This is an optimization exercise on Yosys and OpenROAD, whose aim is small area, a short achievable clock period and few clock cycles per item, not a production implementation.
Only simulation tests tie the RTL to the original design; equivalence was not proved.

==> flow/design.v (outline; a module is shown in full before it is edited, if it fits) <==
// module mult: 991 lines
module mult(
      input  reset,
      input  clk,
      input  [31:0] a_in,
      input  [31:0] b_in,
      input  start,
      output logic [63:0] product,
      output logic done);
  // ...
==> flow/flow/run.sh <==
#!/bin/bash
# The standard layout (standard.sh) with these changes to its synthesis:
#  - Yosys's early "abc -fast" is skipped (SYNTH_ARGS=-noabc), so extract_fa
#    sees the carry-save tree as the RTL writes it;
#  - port buffers use the smallest buffer (the resizer upsizes where needed).
# Registers, their names and the flatten/rename steps are those of synth_recipe.tcl.
set -euo pipefail
HERE=$(pwd)
export SYNTH_ARGS="-noabc"
export BUFFER_PORTS_ARGS="-buffer_cell sky130_fd_sc_hd__buf_1"
sed 's|^\( *\)extract_fa {\*}\[dont_use_extract_fa_args\]$|\1extract_fa {*}[dont_use_extract_fa_args] * w:og* w:op* %u o:product %u %ci1 %d|' \
  "$FLOW_HOME/scripts/synth.tcl" > synth_x.tcl
grep -q 'o:product %u %ci1 %d' synth_x.tcl
sed -i 's|^\( *\)log_cmd abc {\*}\$abc_args$|\1log_cmd abc {*}$lib_args {*}$lib_dont_use_args -script {+strash;map,-D,1200;buffer;upsize,-D,1200;dnsize,-D,1200} o:product %ci*:-sky130_fd_sc_hd__edfxtp_1\n\1log_cmd abc {*}$abc_args|' synth_x.tcl
grep -q -- '-script {+strash;map,-D,1200;buffer;upsize,-D,1200;dnsize,-D,1200} o:product' synth_x.tcl
sed "s|source \$::env(SCRIPTS_DIR)/synth.tcl|source $HERE/synth_x.tcl|" synth_recipe.tcl > synth_recipe_x.tcl
grep -q "source $HERE/synth_x.tcl" synth_recipe_x.tcl
sed "s|SYNTH_SCRIPT=[^ ]*|SYNTH_SCRIPT=$HERE/synth_recipe_x.tcl|" standard.sh > standard_x.sh
bash standard_x.sh synth > synth.log 2>&1
bash standard.sh > standard.log 2>&1
==> flow/standard.sh <==
#!/bin/bash
# synth_recipe.tcl (not shown) runs the flow's synth.tcl, then flattens the netlist and writes it again
# the make line also repeats each setting of config.mk as NAME=value (left out here)
make -C /OpenROAD-flow-scripts/flow DESIGN_CONFIG=/design/flow/config.mk WORK_HOME=/design/flow/orfs CLKGATE_MAP_FILE= SYNTH_SCRIPT=/design/flow/synth_recipe.tcl "${@:-finish}"
==> flow/config.mk <==
export PLATFORM = sky130hd
export DESIGN_NAME = mult
export DESIGN_NICKNAME = mult
export VERILOG_FILES = /design/flow/design.v
export SDC_FILE = /design/flow/constraint.sdc
export NUM_CORES = 4
export LEC_CHECK = 0
export CAP_MARGIN = 20
export CORE_MARGIN = 2
export CORE_UTILIZATION = 55
export CTS_BUF_LIST = sky130_fd_sc_hd__clkbuf_8
export PLACE_DENSITY = 0.7
export SLEW_MARGIN = 20
==> flow/constraint.sdc <==
create_clock -name core_clock -period 4.0 [get_ports {clk}]
set_input_delay 0.8000 -clock core_clock [delete_from_list [all_inputs] [get_ports {clk}]]
set_output_delay 0.8000 -clock core_clock [all_outputs]
set_load 0.01 [all_outputs]
==> impl_metrics.yaml, run 1 <==
cts:
  clkLatencyLatePin_ps: 470
  postCtsHoldBufs: 0
  clockBufferDepth: 2
  cts_buffers: 17
  cts.htree.levels: 4
global_routing:
  antenna_found_initial: 2
  grt_max_degree: 60
  grt_usage_pct: 29.7
  grt_overflow: 0
  grt_util_met2_pct: 47.6
  busiest_layer: "met2"
run_status:
  status: "timing/DRC/antenna clean"
die:
  die_x_microns: 178
  start_util_pct: 55.9
finish:
  num_antenna_cells: 2
  nClkBuffers: 17
  multi_input_comb_area_sq_mm: 0.0128
  buf_share_pct: 8.25
setup_path:
  crit_start: "selb$_DFF_PP0_"
  cp.arrival_ps: 4160
  critPathKind: "reg -> reg"
  cpPeakStageDelay_ps: 590
  path_cells: "buf_4, mux2i_2, buf_4, buf_4, nor2b_1, fa_1, fa_1, fa_1, fa_1, fa_1"
synthesis:
  syn_area_per_cell_sq_um: 11.6
  ys.flop_type: "edfxtp_1"
  synthXorXnorAreaFrac_pct: 4.36
  synth_compound_area_share_pct: 4.77
  yosys.area.top_type: "fa_1"
  synth_area_leaders: "fa_1 40%, edfxtp_1 19%, and2b_1 12%"
  yosys.cell_count.top_type: "fa_1"
sta:
  setup-tns-final_ps: 0
  slew_violations: 0
  setup_slack_ps: 49.1
  skew_ps: 18.0
drt:
  post_drt_via_cell_ratio: 5.58
  routed.top_layer: "met4"
  firstDrtPassIters: 5
  vias: 11300
placement:
  port_buffers: 131
  place_area_sq_mm: 0.0183
Testbench counts, summed over its fixed seeds: cycles 3,600, items 1,200.
==> run 2, diff against run 1 <==
--- a/flow/design.v
+++ b/flow/design.v
@@ -10,31 +10,35 @@
   logic selb;                
   logic [1:0] cnt;
   logic [31:0] sw, cw;     
   logic [10:0] ls, lc;     
   logic [21:0] l;          
   wire [10:0] bsel = selb ? l[10:0] : b_in[10:0];
   logic selc;                
   wire [10:0] bselc = selc ? l[10:0] : b_in[10:0];
+  logic seld;                
+  wire [10:0] bseld = seld ? l[10:0] : b_in[10:0];
+  logic sele;                
+  wire [10:0] bsele = sele ? l[10:0] : b_in[10:0];
   wire [31:0] ws = sw & {32{busy}};
   wire [31:0] wc = cw & {32{busy}};
   wire [11:0] lres = ls + lc;
   wire cyi = busy & lres[11];   
-  wire [31:0] pp0 = a_in & {{16{bselc[0]}}, {16{bsel[0]}}};
-  wire [31:0] pp1 = a_in & {{16{bselc[1]}}, {16{bsel[1]}}};
-  wire [31:0] pp2 = a_in & {{16{bselc[2]}}, {16{bsel[2]}}};
-  wire [31:0] pp3 = a_in & {{16{bselc[3]}}, {16{bsel[3]}}};
-  wire [31:0] pp4 = a_in & {{16{bselc[4]}}, {16{bsel[4]}}};
-  wire [31:0] pp5 = a_in & {{16{bselc[5]}}, {16{bsel[5]}}};
-  wire [31:0] pp6 = a_in & {{16{bselc[6]}}, {16{bsel[6]}}};
-  wire [31:0] pp7 = a_in & {{16{bselc[7]}}, {16{bsel[7]}}};
-  wire [31:0] pp8 = a_in & {{16{bselc[8]}}, {16{bsel[8]}}};
-  wire [31:0] pp9 = a_in & {{16{bselc[9]}}, {16{bsel[9]}}};
-  wire [31:0] pp10 = a_in & {{16{bselc[10]}}, {16{bsel[10]}}};
+  wire [31:0] pp0 = a_in & {{8{bsele[0]}}, {8{bseld[0]}}, {8{bselc[0]}}, {8{bsel[0]}}};
+  wire [31:0] pp1 = a_in & {{8{bsele[1]}}, {8{bseld[1]}}, {8{bselc[1]}}, {8{bsel[1]}}};
+  wire [31:0] pp2 = a_in & {{8{bsele[2]}}, {8{bseld[2]}}, {8{bselc[2]}}, {8{bsel[2]}}};
+  wire [31:0] pp3 = a_in & {{8{bsele[3]}}, {8{bseld[3]}}, {8{bselc[3]}}, {8{bsel[3]}}};
+  wire [31:0] pp4 = a_in & {{8{bsele[4]}}, {8{bseld[4]}}, {8{bselc[4]}}, {8{bsel[4]}}};
+  wire [31:0] pp5 = a_in & {{8{bsele[5]}}, {8{bseld[5]}}, {8{bselc[5]}}, {8{bsel[5]}}};
+  wire [31:0] pp6 = a_in & {{8{bsele[6]}}, {8{bseld[6]}}, {8{bselc[6]}}, {8{bsel[6]}}};
+  wire [31:0] pp7 = a_in & {{8{bsele[7]}}, {8{bseld[7]}}, {8{bselc[7]}}, {8{bsel[7]}}};
+  wire [31:0] pp8 = a_in & {{8{bsele[8]}}, {8{bseld[8]}}, {8{bselc[8]}}, {8{bsel[8]}}};
+  wire [31:0] pp9 = a_in & {{8{bsele[9]}}, {8{bseld[9]}}, {8{bselc[9]}}, {8{bsel[9]}}};
+  wire [31:0] pp10 = a_in & {{8{bsele[10]}}, {8{bseld[10]}}, {8{bselc[10]}}, {8{bsel[10]}}};
   wire s1 = wc[7] ^ ws[7];
   wire c2 = wc[7] & ws[7];
   wire s3 = wc[8] ^ ws[8] ^ pp0[8];
   wire c4 = (wc[8] & ws[8]) | (wc[8] & pp0[8]) | (ws[8] & pp0[8]);
   wire s5 = pp1[7] ^ pp2[6];
   wire c6 = pp1[7] & pp2[6];
   wire s7 = wc[9] ^ ws[9] ^ pp0[9];
   wire c8 = (wc[9] & ws[9]) | (wc[9] & pp0[9]) | (ws[9] & pp0[9]);
@@ -758,16 +762,24 @@
   always_ff @(posedge clk, posedge reset) begin
     if (reset) selb <= 1'b0;
     else selb <= (start || busy) && cnt != 2'd2;
   end
   always_ff @(posedge clk, posedge reset) begin
     if (reset) selc <= 1'b0;
     else selc <= busy ? cnt != 2'd2 : start;
   end
+  always_ff @(posedge clk, posedge reset) begin
+    if (reset) seld <= 1'b0;
+    else seld <= (start || busy) && !cnt[1];
+  end
+  always_ff @(posedge clk, posedge reset) begin
+    if (reset) sele <= 1'b0;
+    else sele <= busy ? !cnt[1] : start;
+  end
   always_ff @(posedge clk) begin
     if (start || busy) begin
       sw <= r0[42:11];
       cw <= r1[42:11];
       ls <= r0[10:0];
       lc <= r1[10:0];
       l <= busy ? {lres[10:0], l[21:11]} : {1'd0, b_in[31:11]};
     end
--- a/flow/config.mk
+++ b/flow/config.mk
@@ -5,9 +5,10 @@
 export SDC_FILE = /design/flow/constraint.sdc
 export NUM_CORES = 4
 export LEC_CHECK = 0
 export CAP_MARGIN = 20
 export CORE_MARGIN = 2
 export CORE_UTILIZATION = 55
 export CTS_BUF_LIST = sky130_fd_sc_hd__clkbuf_8
 export PLACE_DENSITY = 0.7
+export SETUP_SLACK_MARGIN = 0.2
 export SLEW_MARGIN = 20
==> run 2 against run 1 <==
Compared with the run above:
- worst hold slack barely moved
- sequential cell count rose by 2
- global-route usage rose by 1.3 points
- first-iteration DRC count rose by 29%
- final area rose by 7.5%
- via count rose by 4.1%
- sequential share of layout area fell by 0.96 points
- utilization rose by 4.7 points
- maximum frequency rose by 1.0%
- clock skew rose by 5.3 ps
- highest routed layer unchanged
==> impl_metrics.yaml, run 2 <==
run_status:
  status: "timing/DRC/antenna clean"
drt:
  antenna_left: 0
  drt_wl_total_microns: 47000
  firstDrtPassIters: 5
  vias: 11700
  avgRoutedWirePerCell_microns: 22.6
  drc: 0
  post_drt_via_cell_ratio: 5.62
  drt_first_iter_violations: 942
synthesis:
  synthCells: 1428
  yosys.area.top_type: "fa_1"
  synth_area_leaders: "fa_1 40%, edfxtp_1 19%, nor2b_1 10%"
  syn-num-nets: 1850
  async_flop_share_pct: 6.96
  yosys.cell_count.top_type: "fa_1"
  syn_area_per_cell_sq_um: 11.6
  synth_edf_count: 107
  yosysWarnings: 1
  synth_area_sq_mm: 0.0166
  synth_top_cells_by_count: "331 x fa_1, 273 x nor2b_1, 107 x edfxtp_1"
  ys.flop_type: "edfxtp_1"
  ys_seq_area_share_pct: 20.6
  ys_types: 65
  yosys.area.top_type_share_pct: 39.9
  synth_seq_cells: 115
setup_path:
  start_kind: "flop"
  cp.arrival_ps: 4110
  r2r_cells: 9
  slowest_stage: "fa_1"
  path_common_cell: "fa_2"
  path_cells: "clkbuf_16, mux2i_4, buf_6, nor2b_2, fa_1, fa_2, fa_2, fa_1, fa_2"
  critical_path.max_fanout: 5
  required_ps: 4200
  critPathKind: "reg -> reg"
  cp-end-kind: "flop"
  cpPeakStageDelay_ps: 630
die:
  start_util_pct: 55.9
  core_sq_mm: 0.0297
  die_x_microns: 178
  die_y_microns: 178
  rows: 63
  dieArea_sq_mm: 0.0316
  pin_count: 132
finish:
  syn2layout_area_growth_pct: 22.1
  largest_register: "sw"
  mostFrequentLayoutCell: "nor2b_1"
  nFillCells: 2141
  largestRegisters: "sw x32, cw x31, l x22"
  final_cell_mix: "237 x nor2b_1, 215 x fa_1, 128 x buf_1"
  fin_cells: 2083
  largest_reg_flops: 32
  multi_input_comb_area_sq_mm: 0.0136
  seq_area_sq_mm: 0.00342
  fin_nets: 2101
  drive_gt1_share_pct: 26.7
sta:
  hold_viol_final: 0
  worstMarginPinSlew_ps: 573
  skew_ps: 23.3
  slew_headroom_pct: 61.8
  rsz0062_at_grt: "yes"
  slew_violations: 0
  setup_slack_ps: 88.3
  setup_viol: 0
  fin_crit_ps: 3910
  max_freq_mhz: 256
  post-route-period-util_pct: 97.8
  hold_slack_ps: 229
global_routing:
  grt_usage_pct: 31.0
  grt_pass1_vias: 12800
  busiest_layer: "met2"
  grt_overflow: 0
  grt_max_degree: 58
  grt_util_met3_pct: 8.23
  grt_use_met1_pct: 40.2
  grt_util_met2_pct: 50.9
  antenna_found_initial: 1
  grt_pass1_wl_microns: 71700
placement:
  placed_cells: 2004
  port_buffers: 131
  dp_hpwl_microns: 36700
  gp_congestion: 0.933
  pre_cts_ws_ps: -384
cts:
  clockBufferDepth: 2
  root_buffer: "clkbuf_8"
  cts_buffers: 17
  clk_pin_slew_ps: 100
  cts.sinks: 115
  cts.htree.levels: 4
  cts_tree: "built"
  clkLatencyLatePin_ps: 480
  postCtsHoldBufs: 0
worst_hold_path:
  hp-class: "in -> async"
job:
  drv_cap: 0
run 2: cell families (layout without fill, tap and decap cells):
family	count (synthesis)	in the layout	synth area share [%]
xor+xnor	75	75	4.91
fa+ha+maj	358	358	41.9
compound gates	122	122	4.76
other cells	0	1	0
simple gates	587	587	21.0
mux	64	64	4.00
flops	115	115	20.6
buf+inv	107	371	2.83
run 2: timing repair:
item	in CTS	in global routing
gates resized for setup	92	113
setup endpoints to repair	50	70
gates cloned	2	1
pin swaps	63	72
buffers inserted	25	18
run 2: final timing paths:
path	startpoint	slack, ps	end
max in group asynchronous	reset	3490	seld$_DFF_PP0_
setup reg to reg	selc$_DFF_PP0_	90	cw[10]$_DFFE_PP_
min in group core_clock	cnt[1]$_DFFE_PP0P_	520	seld$_DFF_PP0_
hold / removal	reset	230	cnt[1]$_DFFE_PP0P_
setup / recovery	selc$_DFF_PP0_	90	cw[10]$_DFFE_PP_
hold reg to reg	cnt[1]$_DFFE_PP0P_	520	seld$_DFF_PP0_
run 2: stage by stage:
step | util (%) | area (sq um) | setup TNS (ps)
6_report | 68.2 | 20300 | 0
3_3_place_gp | 63.3 | 18800 | -10260
3_5_place_dp | 63.3 | 18800 | -12590
5_1_grt | 68.2 | 20300 | 0
2_1_floorplan | - | 17000 | 0
4_1_cts | 66.5 | 19800 | 0
run 2: area by class of cell:
class	instances	area share, %
Inverter	55	1.03
Timing Repair Buffer	284	10.6
Multi-Input combinational cell	1206	67.1
Clock buffer	17	1.15
Tap cell	390	2.41
Antenna cell	1	0.0123
Sequential cell	115	16.9
Clock inverter	15	0.759
run 2: worst max-delay path, delay by kind of cell, from the launching register on:
family / cells / cell delay, ps
mux: 1 / 310
simple gates: 1 / 50
fa+ha+maj: 5 / 2470
buf+inv: 2 / 360
flops: 1 / 450
run 2: per-layer routing:
metal / vias up / wire length, microns
met5: - / 0
met4: 0 / 1370
met3: 94 / 3780
met2: 503 / 23000
met1: 5995 / 18800
li1: 5120 / -
Testbench counts of run 2, summed over its fixed seeds: cycles 3,600, items 1,200.
==> run 3, diff against run 2 <==
--- a/flow/config.mk
+++ b/flow/config.mk
@@ -12,3 +12,2 @@
 export PLACE_DENSITY = 0.7
-export SETUP_SLACK_MARGIN = 0.2
 export SLEW_MARGIN = 20
==> run 3 against run 2 <==
Compared with the run above:
- die area did not move
- clock-buffer cell count did not move
- global-route usage fell by 1.2 points
- still clean
- critical endpoint is now cw[9]$_DFFE_PP_
- clock skew fell by 3.2 ps
- worst setup slack improved by 3.7 ps
- maximum frequency barely moved
- final cell count fell by 1.3%
- non-clock buffer count fell by 27
- first-iteration DRC count fell by 19%
- highest routed layer unchanged
==> impl_metrics.yaml, run 3 <==
run_status:
  status: "timing/DRC/antenna clean"
synthesis:
  synthCells: 1428
  ys_seq_area_share_pct: 20.6
  synth_edf_count: 107
  yosys.area.top_type_share_pct: 39.9
  syn_area_per_cell_sq_um: 11.6
  syn-num-nets: 1850
  synth_area_leaders: "fa_1 40%, edfxtp_1 19%, nor2b_1 10%"
  synth_seq_cells: 115
  async_flop_share_pct: 6.96
  ys.flop_type: "edfxtp_1"
  synth_top_cells_by_count: "331 x fa_1, 273 x nor2b_1, 107 x edfxtp_1"
  ys_types: 65
  synth_area_sq_mm: 0.0166
  yosysWarnings: 1
  yosys.area.top_type: "fa_1"
  yosys.cell_count.top_type: "fa_1"
sta:
  setup_viol: 0
  rsz0062_at_grt: "no"
  slew_violations: 0
  slew_headroom_pct: 60.6
  skew_ps: 20.1
  setup_slack_ps: 92.0
  max_freq_mhz: 256
  post-route-period-util_pct: 97.7
  hold_slack_ps: 229
  worstMarginPinSlew_ps: 590
  setup-tns-final_ps: 0
  fin_crit_ps: 3910
  hold_viol_final: 0
placement:
  pre_cts_ws_ps: -313
  dp_hpwl_microns: 36700
  gp_congestion: 0.917
  port_buffers: 131
drt:
  post_drt_via_cell_ratio: 5.58
  vias: 11500
  avgRoutedWirePerCell_microns: 21.6
  drc: 0
  antenna_left: 0
  drt_first_iter_violations: 761
  firstDrtPassIters: 5
  drt_wl_total_microns: 44500
setup_path:
  critPathKind: "reg -> reg"
  cp-end-kind: "flop"
  cp.arrival_ps: 4110
  required_ps: 4210
  critical_path.max_fanout: 9
  start_kind: "flop"
global_routing:
  grt_max_degree: 50
  antenna_found_initial: 1
  grt_usage_pct: 29.8
  grt_pass1_vias: 12300
  grt_overflow: 0
  grt_pass1_wl_microns: 69300
cts:
  cts.htree.levels: 4
  cts_buffers: 17
  cts_tree: "built"
  root_buffer: "clkbuf_8"
  clkLatencyLatePin_ps: 470
  postCtsHoldBufs: 0
  clockBufferDepth: 2
  cts.sinks: 115
  clk_pin_slew_ps: 90
job:
  drv_cap: 0
die:
  die_y_microns: 178
  rows: 63
  core_sq_mm: 0.0297
  die_x_microns: 178
  pin_count: 132
  start_util_pct: 55.9
  dieArea_sq_mm: 0.0316
finish:
  final_cell_mix: "331 x fa_1, 273 x nor2b_1, 131 x buf_1"
  drive_gt1_share_pct: 13.8
  largestRegisters: "sw x32, cw x31, l x22"
  largest_register: "sw"
  syn2layout_area_growth_pct: 14.0
  mostFrequentLayoutCell: "fa_1"
  fin_nets: 2074
  largest_reg_flops: 32
worst_hold_path:
  hp-class: "in -> async"
-- run 3: final timing paths --
kind                                    start                 end  slack [ps]  cells past startpoint
setup / recovery               seld$_DFF_PP0_     cw[9]$_DFFE_PP_          90                      9
hold / removal                          reset  cnt[0]$_DFFE_PP0P_         230                      2
setup reg to reg               seld$_DFF_PP0_     cw[9]$_DFFE_PP_          90                      9
hold reg to reg            cnt[1]$_DFFE_PP0P_      seld$_DFF_PP0_         500                      1
max in group asynchronous               reset      seld$_DFF_PP0_        3510                      2
min in group core_clock    cnt[1]$_DFFE_PP0P_      seld$_DFF_PP0_         500                      1
-- run 3: area by class of cell --
cell class | instances | area (sq um)
Multi-Input combinational cell | 1206 | 12700
Fill cell | 2381 | 10800
Sequential cell | 115 | 3420
Timing Repair Buffer | 257 | 1680
Tap cell | 390 | 488
Clock buffer | 17 | 234
Inverter | 55 | 209
Clock inverter | 15 | 158
Antenna cell | 1 | 2.50
-- run 3: metal layers --
layer / vias up / global-route usage [%] / part of all wire (%)
met5: - / 0 / 0
met4: 0 / 8.74 / 2.8
met3: 62 / 8.23 / 8.5
met2: 437 / 47.6 / 47
met1: 5911 / 40.1 / 42
li1: 5065 / - / -
-- run 3: cells by family (layout without fill, tap and decap cells) --
logic type      after synthesis  after routing  synth area share, %
compound gates              122            122                 4.76
other cells                   0              1                    0
simple gates                587            587                 21.0
xor+xnor                     75             75                 4.91
mux                          64             64                 4.00
fa+ha+maj                   358            358                 41.9
flops                       115            115                 20.6
buf+inv                     107            344                 2.83
-- run 3: worst max-delay path: stages (launching register included) --
cell and delay, ps:
dfrtp_2 440, buf_12 160, mux2i_1 210, buf_4 210, and2b_1 210, fa_1 520
fa_1 430, fa_1 480, fa_1 580, fa_1 430
-- run 3: repair_timing --
action	in CTS	in global routing
setup endpoints to repair	0	21
resized for setup	0	4
setup buffers	0	5
-- run 3: metrics by stage --
step | util, % | area, sq um | instances
after floorplan | - | 16600 | 1428
after global placement | 62.1 | 18500 | 2018
after detailed placement | 62.1 | 18500 | 2018
after CTS | 63.4 | 18800 | 2050
after global routing | 63.7 | 18900 | 2056
final | 63.7 | 18900 | 2056
==> run 4, diff against run 3 <==
--- a/flow/config.mk
+++ b/flow/config.mk
@@ -11,3 +11,6 @@
 export CTS_BUF_LIST = sky130_fd_sc_hd__clkbuf_8
+export CTS_CLUSTER_DIAMETER = 120
+export CTS_CLUSTER_SIZE = 40
 export PLACE_DENSITY = 0.7
+export SETUP_SLACK_MARGIN = 0.1
 export SLEW_MARGIN = 20
==> run 4 against run 3 <==
Compared with the run above:
- non-clock buffer count down 14
- still clean on timing, DRC and antenna
- first-iteration DRC count down 0.39%
- sequential share of layout area down 0.089 points
- wire length down 0.97%
- via count down 0.73%
- clock-buffer cell count unchanged
- critical path depth unchanged
- global-route usage about the same
- critical path type unchanged
==> impl_metrics.yaml, run 4 <==
run_status:
  status: "timing/DRC/antenna clean"
finish:
  largest_register: "sw"
  largest_reg_flops: 32
  drive_gt1_share_pct: 14.8
  final_cell_mix: "321 x fa_1, 273 x nor2b_1, 131 x buf_1"
  syn2layout_area_growth_pct: 14.5
  mostFrequentLayoutCell: "fa_1"
  largestRegisters: "sw x32, cw x31, l x22"
  fin_nets: 2060
  nFillCells: 2344
die:
  rows: 63
  pin_count: 132
  die_y_microns: 178
  start_util_pct: 55.9
  die_x_microns: 178
  dieArea_sq_mm: 0.0316
  core_sq_mm: 0.0297
synthesis:
  yosys.area.top_type: "fa_1"
  synth_seq_cells: 115
  synth_top_cells_by_count: "331 x fa_1, 273 x nor2b_1, 107 x edfxtp_1"
  ys_types: 65
  synthCells: 1428
  ys_seq_area_share_pct: 20.6
  syn_area_per_cell_sq_um: 11.6
  yosys.area.top_type_share_pct: 39.9
  yosys.cell_count.top_type: "fa_1"
  synth_edf_count: 107
  synth_area_sq_mm: 0.0166
  syn-num-nets: 1850
  yosysWarnings: 1
  async_flop_share_pct: 6.96
  synth_area_leaders: "fa_1 40%, edfxtp_1 19%, nor2b_1 10%"
  ys.flop_type: "edfxtp_1"
job:
  drv_cap: 0
cts:
  clockBufferDepth: 2
  clkLatencyLatePin_ps: 470
  cts.htree.levels: 4
  cts_buffers: 17
  clk_pin_slew_ps: 80
  cts.sinks: 115
  root_buffer: "clkbuf_8"
  cts_tree: "built"
setup_path:
  start_kind: "flop"
  required_ps: 4200
  crit_start: "seld$_DFF_PP0_"
  r2r-end: "cw[12]$_DFFE_PP_"
  cp.arrival_ps: 4050
  cp-endpoint: "cw[12]$_DFFE_PP_"
  path_cells: "buf_12, mux2i_4, buf_6, and2b_1, fa_1, fa_1, fa_1, fa_1, fa_1"
  slowest_stage: "fa_1"
  path_depth: 9
  r2r_cells: 9
  cpPeakStageDelay_ps: 560
  reg2reg_slack_ps: 150
  r2r-start: "seld$_DFF_PP0_"
  crit_family: "adder cells"
  critPathKind: "reg -> reg"
  crit_buf_inv: 2
  cp-end-kind: "flop"
  critical_path.max_fanout: 11
  path_common_cell: "fa_1"
sta:
  slew_headroom_pct: 33.0
  hold_slack_ps: 245
  post-route-period-util_pct: 96.3
  fin_crit_ps: 3850
  skew_ps: 25.2
  hold_viol_final: 0
  slew_violations: 0
  setup-tns-final_ps: 0
  setup_viol: 0
  worstMarginPinSlew_ps: 1000
  setup_slack_ps: 148
  rsz0062_at_grt: "yes"
  max_freq_mhz: 260
global_routing:
  grt_usage_pct: 29.8
  antenna_found_initial: 3
  grt_overflow: 0
  grt_pass1_vias: 12400
  grt_max_degree: 76
  grt_pass1_wl_microns: 69100
drt:
  avgRoutedWirePerCell_microns: 21.6
  firstDrtPassIters: 6
  post_drt_via_cell_ratio: 5.57
  drt_wl_total_microns: 44100
  antenna_left: 0
  drt_first_iter_violations: 758
  vias: 11400
  drc: 0
placement:
  port_buffers: 131
  gp_congestion: 0.901
  dp_hpwl_microns: 36200
  pre_cts_ws_ps: -275
worst_hold_path:
  hp-class: "in -> async"
run 4: cell counts after synthesis:
Identical to the previous run, type by type.
run 4: worst reg2reg max path, stage by stage, from the launching register on:
cell     delay (ps)
dfrtp_1         370
buf_12          170
mux2i_4         260
buf_6           170
and2b_1         210
fa_1            560
fa_1            450
fa_1            430
fa_1            550
fa_1            430
run 4: cell families (layout without fill, tap and decap cells):
group / after synthesis / count (layout) / synth area share [%]
simple gates: 587 / 587 / 21.0
fa+ha+maj: 358 / 358 / 41.9
compound gates: 122 / 122 / 4.76
flops: 115 / 115 / 20.6
buf+inv: 107 / 330 / 2.83
xor+xnor: 75 / 75 / 4.91
mux: 64 / 64 / 4.00
other cells: 0 / 3 / 0
run 4: repair_timing:
action / 4_1_cts / 5_1_grt
hold endpoints to repair: 0 / 0
buffers inserted: 0 / 9
setup endpoints to repair: 0 / 43
hold buffers: 0 / 0
resized for setup: 0 / 31
run 4: area by class of cell:
class	instances	area [sq um]	share of cell area, %
inverter	55	209	1.10
antenna	3	7.51	0.0395
multi-input combinational	1206	12900	68.0
timing repair buffer	243	1610	8.47
clock buffer	17	234	1.23
sequential	115	3410	18.0
tap	390	488	2.57
clock inverter	15	121	0.638
run 4: stage by stage:
step                      cell area (sq um)  utilization [%]  cells
final                                 19000             64.0   2044
after global placement                18400             61.9   2000
after global routing                  19000             64.0   2044
after floorplan                       16700                -   1428
after detailed placement              18400             61.9   2000
after CTS                             18800             63.1   2032
run 4: worst min-delay path by stage:
stage                    endpoint  cells after the start  slack (ps)               start
5_1_grt          done$_DFFE_PP0P_                      2         230               reset
6_report       cnt[0]$_DFFE_PP0P_                      2         240               reset
3_3_place_gp       seld$_DFF_PP0_                      1         480  cnt[1]$_DFFE_PP0P_
3_5_place_dp       seld$_DFF_PP0_                      1         490  cnt[1]$_DFFE_PP0P_
2_1_floorplan      seld$_DFF_PP0_                      1         450  cnt[1]$_DFFE_PP0P_
4_1_cts          done$_DFFE_PP0P_                      2         220               reset
run 4: routing by layer:
layer | track usage (%) | part of all wire [%] | vias to the layer above
met4 | 10.9 | 3.1 | 0
met2 | 47.6 | 48 | 379
met1 | 39.9 | 42 | 5907
li1 | - | - | 5035
met3 | 7.13 | 7.1 | 70
met5 | 0 | 0 | -
==> run 5, diff against run 4 <==
--- a/flow/config.mk
+++ b/flow/config.mk
@@ -11,4 +11,2 @@
 export CTS_BUF_LIST = sky130_fd_sc_hd__clkbuf_8
-export CTS_CLUSTER_DIAMETER = 120
-export CTS_CLUSTER_SIZE = 40
 export PLACE_DENSITY = 0.7
==> run 5 against run 4 <==
Compared with the run above:
- critical path depth stayed put
- synthesized cell count stayed put
==> impl_metrics.yaml, run 5 <==
cts:
  cts.sinks: 115
  cts_tree: "built"
  postCtsHoldBufs: 0
  root_buffer: "clkbuf_8"
  clkLatencyLatePin_ps: 470
  cts.htree.levels: 4
  clk_pin_slew_ps: 80
  clockBufferDepth: 2
  cts_buffers: 17
placement:
  dp_hpwl_microns: 36200
  gp_congestion: 0.901
  port_buffers: 131
setup_path:
  cp-end-kind: "flop"
  required_ps: 4200
  r2r_cells: 9
  critical_path.max_fanout: 11
  cp-endpoint: "cw[12]$_DFFE_PP_"
  crit_start: "seld$_DFF_PP0_"
  r2r-end: "cw[12]$_DFFE_PP_"
  start_kind: "flop"
  cp.arrival_ps: 4050
  reg2reg_slack_ps: 150
  critPathKind: "reg -> reg"
  r2r-start: "seld$_DFF_PP0_"
global_routing:
  grt_pass1_wl_microns: 69100
  grt_use_met1_pct: 39.9
  grt_util_met3_pct: 7.13
  antenna_found_initial: 3
  grt_usage_pct: 29.8
  grt_overflow: 0
  grt_util_met2_pct: 47.6
  grt_pass1_vias: 12400
  busiest_layer: "met2"
  grt_max_degree: 76
synthesis:
  synth_seq_cells: 115
  yosysWarnings: 1
  synthCells: 1428
  ys_seq_area_share_pct: 20.6
  syn_area_per_cell_sq_um: 11.6
  yosys.area.top_type_share_pct: 39.9
  synth_top_cells_by_count: "331 x fa_1, 273 x nor2b_1, 107 x edfxtp_1"
  ys_types: 65
  yosys.area.top_type: "fa_1"
  synth_area_leaders: "fa_1 40%, edfxtp_1 19%, nor2b_1 10%"
  syn-num-nets: 1850
  yosys.cell_count.top_type: "fa_1"
  synth_area_sq_mm: 0.0166
  async_flop_share_pct: 6.96
  ys.flop_type: "edfxtp_1"
  synth_edf_count: 107
sta:
  slew_violations: 0
  fin_crit_ps: 3850
  skew_ps: 25.2
  slew_headroom_pct: 33.0
  post-route-period-util_pct: 96.3
  hold_viol_final: 0
  setup_viol: 0
  max_freq_mhz: 260
  rsz0062_at_grt: "yes"
  worstMarginPinSlew_ps: 1000
drt:
  drc: 0
  avgRoutedWirePerCell_microns: 21.6
  drt_first_iter_violations: 758
  antenna_left: 0
  firstDrtPassIters: 6
  post_drt_via_cell_ratio: 5.57
  vias: 11400
  drt_wl_total_microns: 44100
job:
  drv_cap: 0
finish:
  drive_gt1_share_pct: 14.8
  syn2layout_area_growth_pct: 14.5
  final_cell_mix: "321 x fa_1, 273 x nor2b_1, 131 x buf_1"
  largest_reg_flops: 32
  mostFrequentLayoutCell: "fa_1"
  seq_area_sq_mm: 0.00341
  nFillCells: 2344
  final_util_pct: 64.0
  largest_register: "sw"
  multi_input_comb_area_sq_mm: 0.0129
  fin_nets: 2060
  largestRegisters: "sw x32, cw x31, l x22"
die:
  pin_count: 132
  dieArea_sq_mm: 0.0316
  rows: 63
  core_sq_mm: 0.0297
  die_x_microns: 178
  die_y_microns: 178
  start_util_pct: 55.9
worst_hold_path:
  hp-class: "in -> async"
run_status:
  status: "timing/DRC/antenna clean"
## run 5: cell counts after synthesis
No cell type changed its count.
## run 5: what timing repair did
action | CTS | global route
buffers inserted | 0 | 9
endpoints found under the setup margin | 0 | 43
resized for setup | 0 | 31
## run 5: cell families after synthesis
logic type	after synthesis	share of synthesized area [%]
xor+xnor	75	4.91
compound gates	122	4.76
fa+ha+maj	358	41.9
flops	115	20.6
mux	64	4.00
simple gates	587	21.0
buf+inv	107	2.83
## run 5: worst max-delay path: stages (launching register included)
cell and delay (ps):
dfrtp_1 370, buf_12 170, mux2i_4 260, buf_6 170
and2b_1 210, fa_1 560, fa_1 450, fa_1 430
fa_1 550, fa_1 430
## run 5: how the worst min path moves through the flow
stage / start / end / slack [ps] / cells after the start
global placement: cnt[1]$_DFFE_PP0P_ / seld$_DFF_PP0_ / 480 / 1
detailed placement: cnt[1]$_DFFE_PP0P_ / seld$_DFF_PP0_ / 490 / 1
CTS: reset / done$_DFFE_PP0P_ / 220 / 2
global route: reset / done$_DFFE_PP0P_ / 230 / 2
floorplan: cnt[1]$_DFFE_PP0P_ / seld$_DFF_PP0_ / 450 / 1
finish: reset / cnt[0]$_DFFE_PP0P_ / 240 / 2
## run 5: stage by stage
stage | worst slack, ps | setup TNS (ps) | hold WS [ps] | instance area [sq um] | std cells
floorplan | 104 | 0 | 447 | 16700 | 1428
global placement | -210 | -6450 | 484 | 18400 | 2000
detailed placement | -275 | -9330 | 486 | 18400 | 2000
CTS | 108 | 0 | 221 | 18800 | 2032
global route | 79.4 | 0 | 234 | 19000 | 2044
finish | 148 | 0 | 245 | 19000 | 2044
## run 5: per-layer routing
metal  wire length [microns]  part of all wire [%]  up-vias
met3                    3140                   7.1       70
met4                    1380                   3.1        0
met5                       0                     0        -
met1                   18300                    42     5907
li1                        -                     -     5035
met2                   21200                    48      379
## run 5: cell type report
type | instances | area share (%)
well taps | 390 | 2.57
diodes | 3 | 0.0395
clock inverters | 15 | 0.638
flip-flops and latches | 115 | 18.0
repair buffers | 243 | 8.47
inverters | 55 | 1.10
multi-input cells | 1206 | 68.0
clock buffers | 17 | 1.23
==> run 6, diff against run 5 <==
--- a/flow/config.mk
+++ b/flow/config.mk
@@ -9,5 +9,5 @@
 export CORE_MARGIN = 2
-export CORE_UTILIZATION = 55
+export CORE_UTILIZATION = 50
 export CTS_BUF_LIST = sky130_fd_sc_hd__clkbuf_8
-export PLACE_DENSITY = 0.7
+export PLACE_DENSITY = 0.65
 export SETUP_SLACK_MARGIN = 0.1
==> run 6 against run 5 <==
Compared with the run above:
- maximum frequency rose by 1.1%
- die area increased by 9.8%
- sequential cell count is the same
- utilization is 5.4 points lower
- critical endpoint is now cw[4]$_DFFE_PP_
- worst hold slack got worse by 24 ps
==> impl_metrics.yaml, run 6 <==
run_status:
  status: "timing/DRC/antenna clean"
worst_hold_path:
  hp-class: "in -> async"
drt:
  drc: 0
  drt_first_iter_violations: 697
  antenna_left: 0
  vias: 11300
  post_drt_via_cell_ratio: 5.41
  firstDrtPassIters: 5
  drt_wl_total_microns: 45100
  avgRoutedWirePerCell_microns: 21.5
finish:
  mostFrequentLayoutCell: "fa_1"
  fin_nets: 2064
  seq_area_sq_mm: 0.00341
  syn2layout_area_growth_pct: 15.1
  largest_register: "sw"
  largest_reg_flops: 32
  final_util_pct: 58.6
  final_cell_mix: "330 x fa_1, 273 x nor2b_1, 131 x buf_1"
  fin_cells: 2097
  drive_gt1_share_pct: 14.0
  nFillCells: 2743
  largestRegisters: "sw x32, cw x31, l x22"
  multi_input_comb_area_sq_mm: 0.0129
setup_path:
  critical_path.max_fanout: 8
  cp-end-kind: "flop"
  critPathKind: "reg -> reg"
  cp.arrival_ps: 4040
  required_ps: 4230
  start_kind: "flop"
placement:
  port_buffers: 131
  gp_congestion: 0.885
  dp_hpwl_microns: 37000
  placed_cells: 2057
synthesis:
  async_flop_share_pct: 6.96
  ys.flop_type: "edfxtp_1"
  yosys.area.top_type: "fa_1"
  synth_seq_cells: 115
  synth_area_leaders: "fa_1 40%, edfxtp_1 19%, nor2b_1 10%"
  synthCells: 1428
  synth_area_sq_mm: 0.0166
  ys_types: 65
  yosysWarnings: 1
  synth_top_cells_by_count: "331 x fa_1, 273 x nor2b_1, 107 x edfxtp_1"
  ys_seq_area_share_pct: 20.6
  synth_edf_count: 107
  yosys.area.top_type_share_pct: 39.9
  syn_area_per_cell_sq_um: 11.6
  yosys.cell_count.top_type: "fa_1"
  syn-num-nets: 1850
die:
  rows: 66
  pin_count: 132
  start_util_pct: 50.9
  dieArea_sq_mm: 0.0347
  die_y_microns: 186
  die_x_microns: 186
  core_sq_mm: 0.0326
sta:
  fin_crit_ps: 3810
  max_freq_mhz: 262
  slew_headroom_pct: 63.4
  slew_violations: 0
  rsz0062_at_grt: "yes"
  hold_viol_final: 0
  setup_viol: 0
  setup-tns-final_ps: 0
  skew_ps: 18.2
  worstMarginPinSlew_ps: 549
  post-route-period-util_pct: 95.3
global_routing:
  grt_max_degree: 51
  grt_pass1_wl_microns: 70300
  antenna_found_initial: 3
  grt_usage_pct: 27.9
  grt_pass1_vias: 12300
  grt_overflow: 0
cts:
  clockBufferDepth: 2
  cts.sinks: 115
  cts_buffers: 17
  cts_tree: "built"
  clkLatencyLatePin_ps: 490
  clk_pin_slew_ps: 80
  root_buffer: "clkbuf_8"
  cts.htree.levels: 4
job:
  drv_cap: 0
[run 6: cell counts after synthesis]
Identical to the previous run, type by type.
[run 6: what timing repair did]
item	in CTS	in global routing
cloned	0	0
hold endpoints to repair	0	0
gates resized for setup	3	15
setup buffers	0	8
pin swaps	0	2
endpoints found under the setup margin	9	29
hold buffers	0	0
[run 6: kinds of logic (layout without fill, tap and decap cells)]
kind of cell | count (synthesis) | count (layout) | synth area share [%]
and+or+nand+nor | 587 | 587 | 21.0
muxes | 64 | 64 | 4.00
AOI/OAI and AO/OA | 122 | 122 | 4.76
DFF | 115 | 115 | 20.6
xor gates and xnor gates | 75 | 75 | 4.91
other | 0 | 2 | 0
buffers and inverters | 107 | 332 | 2.83
adders and majority gates | 358 | 358 | 41.9
[run 6: worst max-delay path: stages, from the launching register on]
cell and delay (ps):
edfxtp_1 540, mux2i_2 210, buf_4 190, and2b_1 220
fa_1 570, fa_1 450, fa_1 400, fa_1 540
fa_1 410
[run 6: cell type report]
class,instances,share of cell area [%]
inverter,55,1.09
clock inverter,13,0.759
antenna,2,0.0262
sequential,115,17.9
multi-input combinational,1206,67.4
clock buffer,17,1.22
tap,442,2.89
timing repair buffer,247,8.78
[run 6: worst paths after layout]
check	from	endpoint	slack [ps]	cells after the start
max in group asynchronous	reset	busy$_DFFE_PP0P_	3530	2
max	l[6]$_DFFE_PP_	cw[4]$_DFFE_PP_	190	8
max reg2reg	l[6]$_DFFE_PP_	cw[4]$_DFFE_PP_	190	8
min	reset	done$_DFFE_PP0P_	220	2
min reg2reg	cnt[1]$_DFFE_PP0P_	seld$_DFF_PP0_	500	1
min in group core_clock	cnt[1]$_DFFE_PP0P_	seld$_DFF_PP0_	500	1
[run 6: layer usage]
| layer | track usage (%) | wire, microns | vias up |
|---|---|---|---|
| li1 | - | - | 5036 |
| met1 | 36.1 | 18600 | 5867 |
| met2 | 46.7 | 22600 | 354 |
| met3 | 5.55 | 2380 | 76 |
| met4 | 10.5 | 1560 | 2 |
| met5 | 0 | 8 | - |
[run 6: per-stage QoR]
stage	setup WS, ps	instance area, sq um	hold slack, ps
after floorplan	104	16700	447
after global placement	-234	18500	483
after detailed placement	-258	18500	492
after CTS	117	18900	194
after global routing	66.2	19100	218
final	189	19100	221

-- port drivers added, routing unchanged --
The results above use ideal ports. As a check the final layouts listed here were re-extracted and re-timed, cells and wires unchanged. Step 1 assumes that a clkbuf_16 drives the clock port and a buf_2 every other input. Step 2 adds t to the input delays and takes it off the output delays; t is the mean of the earliest and latest rising clock arrival at the registers after step 1. Input paths then give back, and output paths get back, about the clock's delay inside the block. Slacks: no drivers / after step 1 / after step 2; pairs: no drivers / after step 1.
run | shift t [ns] | setup WS [ns] | worst hold slack (ns) | cell pins on the clock port's net
run 1 | 0.500 | 0.049 / 0.049 / -0.272 | 0.229 / 0.207 / 0.527 | 1
run 2 | 0.516 | 0.088 / 0.088 / -0.366 | 0.229 / 0.198 / 0.524 | 1
run 3 | 0.513 | 0.092 / 0.092 / -0.306 | 0.229 / 0.203 / 0.501 | 1
run 4 | 0.510 | 0.148 / 0.148 / -0.301 | 0.245 / 0.221 / 0.497 | 1
run 5 | 0.510 | 0.148 / 0.148 / -0.301 | 0.245 / 0.221 / 0.497 | 1
run 6 | 0.528 | 0.189 / 0.189 / -0.307 | 0.221 / 0.207 / 0.499 | 1
Met with ideal ports but missed after step 2: setup timing in every run listed. The setup slack of run 6, which loses most, moves by 0.000 ns with the drivers and by -0.496 ns with both steps.
